This design comes from an exercise in tuning for small area and a short achievable clock period on the open sky130 flow, not from production work. Where RTL was checked, it was by simulation tests only, not by an equivalence proof against the original. Power figures rest on the tool's default switching activity, not on a simulated workload.

the baseline:
==> module top_module, before the edit <==
module top_module (
    input wire clk,
    input wire reset,
    input wire signed [15:0] x_in,
    input wire signed [15:0] d_in,
    output wire signed [15:0] y_out
);
    reg [15:0] d0;                  
    reg [15:0] dl [1:15];           
    reg        p1, n1;              
    reg        p16, n16;            
    reg [15:0] rz;
    reg [15:1] rp, rn;
    reg [4:1]  cz, cp, cn;          
    reg [15:0] y;
    reg        ep, en;              
    reg        kp, kn, kz;          
    reg [3:0]  cnt;                 
    reg        v15;                 
    integer i;
    wire [15:0] d15 = v15 ? dl[15] : 16'd0;
    wire        p15 = (|d15) & ~d15[15];
    wire        n15 = d15[15];
    function [1:0] eclass(input [15:0] a, input [15:0] b);
        reg [15:0] lt, eq;
        integer k, st;
        begin
            lt = ~a & b;
            eq = ~(a ^ b);
            lt[15] = 1'b0;
            eq[15] = 1'b1;
            for (st = 1; st < 16; st = st * 2)
                for (k = 2 * st - 1; k < 16; k = k + 2 * st) begin
                    lt[k] = lt[k] | (eq[k] & lt[k-st]);
                    eq[k] = eq[k] & eq[k-st];
                end
            eclass = {a[15] ^ b[15] ^ lt[15], |(a ^ b)};
        end
    endfunction
    function [4:0] rip(input [3:0] a, input [3:0] b, input ci, input integer n);
        reg [4:0] c;
        integer k;
        begin
            c = 5'd0;
            c[0] = ci;
            for (k = 0; k < n; k = k + 1)
                c[k+1] = (a[k] & b[k]) | (a[k] & c[k]) | (b[k] & c[k]);
            rip = {c[n], (a ^ b ^ c[3:0])};
        end
    endfunction
    function [19:0] acc(input [15:0] r, input [4:1] rc, input [15:0] x,
                        input s);
        reg [15:0] a;
        reg [4:0]  b0, b1, b2, b3, b4;
        begin
            a = x ^ {16{s}};
            b0 = rip({1'b0, r[2:0]}, {1'b0, a[2:0]}, s, 3);
            b1 = rip({1'b0, r[5:3]}, {1'b0, a[5:3]}, rc[1], 3);
            b2 = rip({1'b0, r[8:6]}, {1'b0, a[8:6]}, rc[2], 3);
            b3 = rip({1'b0, r[11:9]}, {1'b0, a[11:9]}, rc[3], 3);
            b4 = rip(r[15:12], a[15:12], rc[4], 4);
            acc = {b3[4], b2[4], b1[4], b0[4],
                   b4[3:0], b3[2:0], b2[2:0], b1[2:0], b0[2:0]};
        end
    endfunction
    wire [15:0] rpf = {rp, rz[0]};
    wire [15:0] rnf = {rn, rz[0]};
    wire [19:0] vp  = acc(rpf, cp, d0, ~p1);
    wire [19:0] vn  = acc(rnf, cn, d0, ~n1);
    wire [19:0] vz  = acc(rz, cz, d0, 1'b1);
    wire [19:0] rpn = acc(vp[15:0], vp[19:16], d15, p16);
    wire [19:0] rnn = acc(vn[15:0], vn[19:16], d15, n16);
    wire [19:0] rzn = acc(vz[15:0], vz[19:16], d15, 1'b0);
    wire [19:0] vk = (vp & {20{kp}}) | (vn & {20{kn}}) | (vz & {20{kz}});
    wire [15:0] vs = vk[15:0];
    wire [4:1]  vc = vk[19:16];
    wire        a1 = &vs[5:3], a2 = &vs[8:6], a3 = &vs[11:9];
    wire        b2 = vs[8:6] == 3'b110, b3 = vs[11:9] == 3'b110;
    wire        k2 = a1 & vc[1];
    wire        k3 = (a2 & (vc[2] | k2)) | (b2 & vc[2] & k2);
    wire        k4 = (a3 & (vc[3] | k3)) | (b3 & vc[3] & k3);
    wire [2:0]  t1 = vs[5:3] + vc[1];
    wire [2:0]  t2 = vs[8:6] + vc[2] + k2;
    wire [2:0]  t3 = vs[11:9] + vc[3] + k3;
    wire [3:0]  t4 = vs[15:12] + vc[4] + k4;
    wire [15:0] yn = {t4, t3, t2, t1, vs[2:0]};
    wire [1:0]  ec   = eclass(d_in, y);
    wire        eneg = ec[1];                         
    wire        enz  = ec[0];                         
    always @(posedge clk or posedge reset) begin
        if (reset) begin
            d0  <= 16'd0;
            p1  <= 1'b0;
            n1  <= 1'b0;
            p16 <= 1'b0;
            n16 <= 1'b0;
            rz  <= 16'd0;
            rp  <= 15'd0;
            rn  <= 15'd0;
            cz  <= 4'd0;
            cp  <= 4'd0;
            cn  <= 4'd0;
            y   <= 16'd0;
            ep  <= 1'b0;
            en  <= 1'b0;
            kp  <= 1'b0;
            kn  <= 1'b0;
            kz  <= 1'b1;
            cnt <= 4'd0;
            v15 <= 1'b0;
        end else begin
            d0  <= x_in;
            p1  <= (|d0) & ~d0[15];
            n1  <= d0[15];
            p16 <= p15;
            n16 <= n15;
            rz  <= rzn[15:0];
            rp  <= rpn[15:1];
            rn  <= rnn[15:1];
            cz  <= rzn[19:16];
            cp  <= rpn[19:16];
            cn  <= rnn[19:16];
            y   <= yn;
            ep  <= enz & ~eneg;
            en  <= eneg;
            kp  <= ep;
            kn  <= en;
            kz  <= ~ep & ~en;
            if (!v15) cnt <= cnt + 4'd1;
            if (cnt == 4'd14) v15 <= 1'b1;
        end
    end
    always @(posedge clk) begin
        dl[1] <= d0;
        for (i = 2; i < 16; i = i + 1)
            dl[i] <= dl[i-1];
    end
    assign y_out = y;
endmodule
export LEC_CHECK = 0
export CAP_MARGIN = 20
export CORE_MARGIN = 2
export CORE_UTILIZATION = 45
export SLEW_MARGIN = 20
create_clock -name core_clock -period 12.5 [get_ports {clk}]
standard.sh (not shown) runs the stock make flow with config.mk's settings and CLKGATE_MAP_FILE= SYNTH_SCRIPT=/design/flow/synth_recipe.tcl, a recipe that flattens the netlist after the stock synthesis.
==> flow/flow/run.sh <==
#!/bin/bash
# The standard ORFS layout (standard.sh), with these changes to how the
# layout is made:
# - after the standard synthesis, flow/polarity.py picks the polarity of each
#   full adder and xor cell so that fewer inverters are needed (full adders are
#   self-dual; xor2 and xnor2 absorb inversions). Registers, ports and other
#   cells are untouched. Yosys proves the result equivalent to the standard
#   netlist (flow/equiv.ys); if it cannot, the standard netlist is used as is;
# - repair_timing aims for setup slack beyond the clock's own (SETUP_SLACK_MARGIN),
#   so the layout is optimised for a shorter achieved period;
# - port buffers are a plain buf_2 instead of the resizer's default pick;
# - CTS: clkbuf_16 root, clkbuf_8 leaf buffers, no dummy loads, clusters of at most
#   20 sinks within 60 um.
# The clock period and constraints (constraint.sdc) are the standard flow's, unchanged.
# Logs: make_synth.log, polarity.log, equiv.log, make_standard.log here, and
# each ORFS step's log under orfs/logs.
set -euo pipefail
export SETUP_SLACK_MARGIN=9.0
export BUFFER_PORTS_ARGS="-buffer_cell sky130_fd_sc_hd__buf_2"
export CTS_ARGS="-sink_clustering_enable -repair_clock_nets -dont_use_dummy_load -root_buf sky130_fd_sc_hd__clkbuf_16 -buf_list sky130_fd_sc_hd__clkbuf_8 -sink_clustering_size 20 -sink_clustering_max_diameter 60"
RES="$PWD/orfs/results/$FLOW_PLATFORM/top_module/base"
YOSYS="$FLOW_HOME/../tools/install/yosys/bin/yosys"
LIB="$FLOW_HOME/platforms/$FLOW_PLATFORM/lib/sky130_fd_sc_hd__tt_025C_1v80.lib"

bash standard.sh "$RES/1_2_yosys.v" > make_synth.log 2>&1
mkdir -p pol
cp "$RES/1_2_yosys.v" pol/standard.v
cp "$LIB" pol/lib.lib
if python3 flow/polarity.py pol/standard.v pol/polarity.v > polarity.log 2>&1 &&
   (cd pol && "$YOSYS" -s ../flow/equiv.ys) > equiv.log 2>&1; then
  cp pol/polarity.v "$RES/1_2_yosys.v"
  echo "using the polarity netlist" >> polarity.log
else
  echo "using the standard netlist" >> polarity.log
fi
rm -f pol/lib.lib
touch "$RES/1_2_yosys.v"
bash standard.sh > make_standard.log 2>&1
Other scripts of this flow, unchanged in this note and not shown: flow/flow/equiv.ys, flow/flow/polarity.py
The following lists how the candidate was set up differently from the baseline:
--- a/flow/design.v
+++ b/flow/design.v
@@ -12,31 +12,37 @@
     reg [15:0] rz;
     reg [15:1] rp, rn;
     reg [4:1]  cz, cp, cn;          
     reg [15:0] y;
     reg        ep, en;              
-    reg        kp, kn, kz;          
+    reg        kp, kn;              
     reg [3:0]  cnt;                 
     reg        v15;                 
     integer i;
     wire [15:0] d15 = v15 ? dl[15] : 16'd0;
     wire        p15 = (|d15) & ~d15[15];
     wire        n15 = d15[15];
-    function [1:0] eclass(input [15:0] a, input [15:0] b);
-        reg [15:0] lt, eq;
+    function [15:0] add16(input [15:0] a, input [15:0] b, input ci);
+        reg [15:0] p, g, gg, pp;
         integer k, st;
         begin
-            lt = ~a & b;
-            eq = ~(a ^ b);
-            lt[15] = 1'b0;
-            eq[15] = 1'b1;
+            p = a ^ b;
+            g = a & b;
+            gg = g;
+            pp = p;
+            gg[0] = g[0] | (p[0] & ci);
             for (st = 1; st < 16; st = st * 2)
                 for (k = 2 * st - 1; k < 16; k = k + 2 * st) begin
-                    lt[k] = lt[k] | (eq[k] & lt[k-st]);
-                    eq[k] = eq[k] & eq[k-st];
+                    gg[k] = gg[k] | (pp[k] & gg[k-st]);
+                    pp[k] = pp[k] & pp[k-st];
                 end
-            eclass = {a[15] ^ b[15] ^ lt[15], |(a ^ b)};
+            for (st = 4; st >= 1; st = st / 2)
+                for (k = 3 * st - 1; k < 16; k = k + 2 * st) begin
+                    gg[k] = gg[k] | (pp[k] & gg[k-st]);
+                    pp[k] = pp[k] & pp[k-st];
+                end
+            add16 = p ^ {gg[14:0], ci};
         end
     endfunction
     function [4:0] rip(input [3:0] a, input [3:0] b, input ci, input integer n);
         reg [4:0] c;
         integer k;
@@ -69,26 +75,14 @@
     wire [19:0] vn  = acc(rnf, cn, d0, ~n1);
     wire [19:0] vz  = acc(rz, cz, d0, 1'b1);
     wire [19:0] rpn = acc(vp[15:0], vp[19:16], d15, p16);
     wire [19:0] rnn = acc(vn[15:0], vn[19:16], d15, n16);
     wire [19:0] rzn = acc(vz[15:0], vz[19:16], d15, 1'b0);
-    wire [19:0] vk = (vp & {20{kp}}) | (vn & {20{kn}}) | (vz & {20{kz}});
-    wire [15:0] vs = vk[15:0];
-    wire [4:1]  vc = vk[19:16];
-    wire        a1 = &vs[5:3], a2 = &vs[8:6], a3 = &vs[11:9];
-    wire        b2 = vs[8:6] == 3'b110, b3 = vs[11:9] == 3'b110;
-    wire        k2 = a1 & vc[1];
-    wire        k3 = (a2 & (vc[2] | k2)) | (b2 & vc[2] & k2);
-    wire        k4 = (a3 & (vc[3] | k3)) | (b3 & vc[3] & k3);
-    wire [2:0]  t1 = vs[5:3] + vc[1];
-    wire [2:0]  t2 = vs[8:6] + vc[2] + k2;
-    wire [2:0]  t3 = vs[11:9] + vc[3] + k3;
-    wire [3:0]  t4 = vs[15:12] + vc[4] + k4;
-    wire [15:0] yn = {t4, t3, t2, t1, vs[2:0]};
-    wire [1:0]  ec   = eclass(d_in, y);
-    wire        eneg = ec[1];                         
-    wire        enz  = ec[0];                         
+    wire [19:0] vk = kp ? vp : (kn ? vn : vz);
+    wire [15:0] yn = vk[15:0] + {3'd0, vk[19], 2'd0, vk[18], 2'd0, vk[17], 2'd0, vk[16], 3'd0};
+    wire        eneg = add16(d_in, ~y, 1'b1) >> 15;    
+    wire        enz  = |(d_in ^ y);                   
     always @(posedge clk or posedge reset) begin
         if (reset) begin
             d0  <= 16'd0;
             p1  <= 1'b0;
             n1  <= 1'b0;
@@ -103,11 +97,10 @@
             y   <= 16'd0;
             ep  <= 1'b0;
             en  <= 1'b0;
             kp  <= 1'b0;
             kn  <= 1'b0;
-            kz  <= 1'b1;
             cnt <= 4'd0;
             v15 <= 1'b0;
         end else begin
             d0  <= x_in;
             p1  <= (|d0) & ~d0[15];
@@ -123,11 +116,10 @@
             y   <= yn;
             ep  <= enz & ~eneg;
             en  <= eneg;
             kp  <= ep;
             kn  <= en;
-            kz  <= ~ep & ~en;
             if (!v15) cnt <= cnt + 4'd1;
             if (cnt == 4'd14) v15 <= 1'b1;
         end
     end
     always @(posedge clk) begin
### Flow results
Delta (the candidate minus the baseline): wire length went down by 2.6%, power per cell area up 4.7%, first-iteration DRC count lost 74, maximum frequency increased by about 3.4% relative to the old numbers, area of combinational cells with multiple inputs rose by about 9%.
The baseline reports its highest-delay cell along the critical path as dfrtp_4 while the candidate reports dfrtp_1.
Comparing clock power for the candidate and the baseline, the bigger number came from the baseline.
Only the layout flow was run in the baseline; the RTL was not checked for function there.

==> port drivers added, routing unchanged <==
No port has a modelled driver above. Below, the same layouts with a new extraction and two added sets of constraints. Step 1 (the two cells are an assumption about what drives the block):
set clk [get_ports {clk}]
set_driving_cell -lib_cell sky130_fd_sc_hd__clkbuf_16 $clk
set_driving_cell -lib_cell sky130_fd_sc_hd__buf_2 [delete_from_list [all_inputs] $clk]
Step 2 adds t to the input delays and takes it off the output delays; t is the mean of the earliest and latest rising clock arrival at the registers after step 1. Input paths then give back, and output paths get back, about the clock's delay inside the block. a / b / c = ideal ports / drivers / drivers and shift; a / b = the first two.
| run | t, ns | slack for setup (ns) | worst setup path after step 2 | cell pins on the clock port's net |
|---|---|---|---|---|
| the baseline | 0.537 | 8.842 / 8.842 / 8.645 | input to register | 1 |
| the candidate | 0.522 | 8.963 / 8.919 / 8.601 | input to register | 1 |
After both steps every run listed still meets setup and hold. The setup slack of the candidate, which loses most, moves by -0.044 ns with the drivers and by -0.362 ns with both steps.
